This design comes from an exercise in tuning for small area, a short achievable clock period and few clock cycles on the open sky130 flow, not from production work. The RTL was checked by simulation tests, not by an equivalence proof against the original design. No activity file was given, so power comes from the tool's default toggle rates.

==> flow/design.v <==
module sw(i0, i1, i2, i3, o0, o1, o2, o3, clk, rst);
  input clk, rst;
  input [9:0] i0, i1, i2, i3;
  output [9:0] o0, o1, o2, o3;
  wire [9:0] in [0:3];
  assign in[0] = i0; assign in[1] = i1; assign in[2] = i2; assign in[3] = i3;
  wire [8:0] f [0:3];      
  wire [3:0] av;           
  wire [3:0] rq [0:3];     
  wire [3:0] hd;           
  wire [3:0] pop;
  reg  [3:0] busy;         
  reg  [3:0] own [0:3];    
  reg  [9:0] ob [0:3];     
  wire [3:0] req [0:3];    
  wire [3:0] gnt [0:3];
  wire [3:0] sel [0:3];    
  wire [3:0] gin;          
  genvar i, j;
  generate
    for (i = 0; i < 4; i = i + 1) begin : g_in
      fifo q(.clk(clk), .rst(rst), .din({in[i][9], in[i][7:0]}),
             .dval(in[i][9] | in[i][8]), .pop(pop[i]), .h(f[i]), .hv(av[i]), .hd(hd[i]), .req(rq[i]));
      assign gin[i] = gnt[0][i] | gnt[1][i] | gnt[2][i] | gnt[3][i];
      assign pop[i] = (~hd[i] & av[i]) | gin[i];
    end
    for (j = 0; j < 4; j = j + 1) begin : g_out
      for (i = 0; i < 4; i = i + 1) begin : g_r
        assign req[j][i] = rq[i][j];
        assign sel[j][i] = busy[j] ? (own[j][i] & av[i]) : gnt[j][i];
      end
      arb a(.clk(clk), .rst(rst), .req(req[j]), .busy(busy[j]), .gnt(gnt[j]));
    end
  endgenerate
  function [9:0] pick;
    input [3:0] s;
    input [8:0] f0, f1, f2, f3;
    input [3:0] h;
    begin
      pick = ({10{s[0]}} & {f0[8], ~h[0], f0[7:0]}) |
             ({10{s[1]}} & {f1[8], ~h[1], f1[7:0]}) |
             ({10{s[2]}} & {f2[8], ~h[2], f2[7:0]}) |
             ({10{s[3]}} & {f3[8], ~h[3], f3[7:0]});
    end
  endfunction
  wire [3:0] tl = av & {f[3][8], f[2][8], f[1][8], f[0][8]};
  integer k, n;
  always @(posedge clk) begin
    for (k = 0; k < 4; k = k + 1)
      ob[k] <= pick(sel[k], f[0], f[1], f[2], f[3], hd);
    if (rst) begin
      busy <= 4'b0000;
      for (k = 0; k < 4; k = k + 1) begin
        ob[k][9:8] <= 2'b00;
      end
    end else begin
      for (k = 0; k < 4; k = k + 1) begin
        busy[k] <= busy[k] ? ~|(own[k] & tl) : |req[k];
        if (!busy[k]) own[k] <= gnt[k];
      end
    end
  end
  assign o0 = ob[0];
  assign o1 = ob[1];
  assign o2 = ob[2];
  assign o3 = ob[3];
endmodule
module fifo(clk, rst, din, dval, pop, h, hv, hd, req);
  input clk, rst, dval, pop;
  input [8:0] din;
  output reg [8:0] h;    
  output reg hv;         
  output reg [3:0] req;  
  reg [15*9-1:0] mem;    
  reg [3:0] rp, wp;      
  output reg hd;         
  reg empty, full;       
  function [3:0] dec;
    input [1:0] d;
    dec = {d == 2'd3, d == 2'd2, d == 2'd1, d == 2'd0};
  endfunction
  wire [8:0] rd = mem[9*rp +: 9];
  wire [3:0] rpn, wpn;           
  inc15 ir(.p(rp), .n(rpn));
  inc15 iw(.p(wp), .n(wpn));
  wire e_rd = (rpn == wp);       
  wire f_wr = (wpn == rp);       
  wire take = ~hv | pop;         
  wire fromm = take & ~empty;    
  wire byp = take & empty & dval;  
  wire wr = dval & ~byp;         
  wire [3:0] rq_rd = dec(rd[1:0]);
  wire [3:0] rq_in = dval ? dec(din[1:0]) : 4'b0000;
  wire tl = ~hd & h[8];          
  integer k;
  always @(posedge clk) begin
    for (k = 0; k < 15; k = k + 1)
      if (!full && wp == k) mem[9*k +: 9] <= din;
    if (take) h <= empty ? din : rd;
    if (rst) begin
      rp <= 4'd0;
      wp <= 4'd0;
      empty <= 1'b1;
      full <= 1'b0;
      hv <= 1'b0;
      hd <= 1'b1;
      req <= 4'b0000;
    end else begin
      if (wr) wp <= wpn;
      if (fromm) rp <= rpn;
      empty <= fromm ? (wr ? empty : e_rd) : (wr ? 1'b0 : empty);
      full <= wr ? (fromm ? full : f_wr) : (fromm ? 1'b0 : full);
      hv <= ~take | ~empty | dval;
      if (pop) hd <= tl;
      if (pop) req <= tl ? (empty ? rq_in : rq_rd) : 4'b0000;
      else if (!hv) req <= hd ? rq_in : 4'b0000;
    end
  end
endmodule
module inc15(p, n);
  input [3:0] p;
  output [3:0] n;
  assign n = (p == 4'd14) ? 4'd0 : p + 4'd1;
endmodule
module arb(clk, rst, req, busy, gnt);
  input clk, rst, busy;
  input [3:0] req;
  output [3:0] gnt;
  reg [5:0] p;           
  wire [3:0] w [0:3];
  assign w[0] = {p[2], p[1], p[0], 1'b0};
  assign w[1] = {p[4], p[3], 1'b0, ~p[0]};
  assign w[2] = {p[5], 1'b0, ~p[3], ~p[1]};
  assign w[3] = {1'b0, ~p[5], ~p[4], ~p[2]};
  genvar i;
  generate
    for (i = 0; i < 4; i = i + 1) begin : g
      assign gnt[i] = req[i] & ~busy &
                      ~(req[(i+1)%4] & w[(i+1)%4][i]) &
                      ~(req[(i+2)%4] & w[(i+2)%4][i]) &
                      ~(req[(i+3)%4] & w[(i+3)%4][i]);
    end
  endgenerate
  always @(posedge clk) begin
    if (rst)
      p <= 6'b111111;    
    else if (~busy & |req)    
      p <= ({6{gnt[0]}} & 6'b111000) |    
           ({6{gnt[1]}} & 6'b100001) |    
           ({6{gnt[2]}} & 6'b001011) |    
           ({6{gnt[3]}} & 6'b111111);     
  end
endmodule
export LEC_CHECK = 0
export ABC_AREA = 1
export CAP_MARGIN = 20
export CORE_MARGIN = 2
export CORE_UTILIZATION = 75
export CTS_CLUSTER_DIAMETER = 80
export CTS_CLUSTER_SIZE = 24
export PLACE_DENSITY = 0.92
export SETUP_SLACK_MARGIN = 3.8
export SLEW_MARGIN = 20
create_clock -name core_clock -period 6.0 [get_ports {clk}]
standard.sh (not shown) runs the stock make flow with config.mk's settings and CLKGATE_MAP_FILE= SYNTH_SCRIPT=/design/flow/synth_recipe.tcl, a recipe that flattens the netlist after the stock synthesis.
==> flow/flow/run.sh <==
#!/bin/bash
# Standard ORFS layout, with plain buffers (buf_4) on the ports instead of the
# delay-cell buffers buffer_ports picks by default, and sizing not held to
# the cell footprint.
set -euo pipefail
export BUFFER_PORTS_ARGS="-buffer_cell sky130_fd_sc_hd__buf_4"
bash standard.sh MATCH_CELL_FOOTPRINT=0 finish > orfs_make.log 2>&1
Testbench counts at the start, summed over its fixed seeds: cycles 2,639.
Next try:
CORE_UTILIZATION = 55   (was 75)
PLACE_DENSITY = 0.75   (was 0.92)
Power shrinks slightly.
Clock power barely changes.
Setup slack gains 18 ps.
Routed wire length came out lower by a few percent.
Clock skew decreases by 3.9 ps.
Next try:
CORE_UTILIZATION = 40   (was 55)
PLACE_DENSITY = 0.6   (was 0.75)
SETUP_SLACK_MARGIN = 4.0   (was 3.8)
=> The changed run passed the timing, design-rule and antenna checks; count of clock-buffer cells in the layout shrinks by 6; worst hold slack is better by 9.0 ps; register-to-register slack gets better by 220 ps; sequential power came out higher by about 1%; total power rose by 2.7%; maximum frequency falls by 1.5%.

-- afterwards: timing with drivers on the ports --
No port has a modelled driver above. Below, the same layouts with a new extraction and two added sets of constraints. Step 1, drivers: a clkbuf_16 drives clk and a buf_2 each remaining input, both assumed. Step 2 adds t to the input delays and takes it off the output delays; t is the mean of the earliest and latest rising clock arrival at the registers after step 1. Input paths then give back, and output paths get back, about the clock's delay inside the block. a / b / c = ideal ports / drivers / drivers and shift; a / b = the first two.
run | shift t [ns] | slack for setup (ns) | worst setup path at the end
the first run | 0.640 | 3.741 / 3.682 / 3.194 | input to register
the second run | 0.647 | 3.758 / 3.702 / 3.319 | input to register
the third run | 0.633 | 3.723 / 3.667 / 3.456 | input to register
After both steps setup and hold are still met in every run listed. For the first run, which loses most, drivers alone change the setup slack by -0.059 ns; drivers and shift together by -0.547 ns.
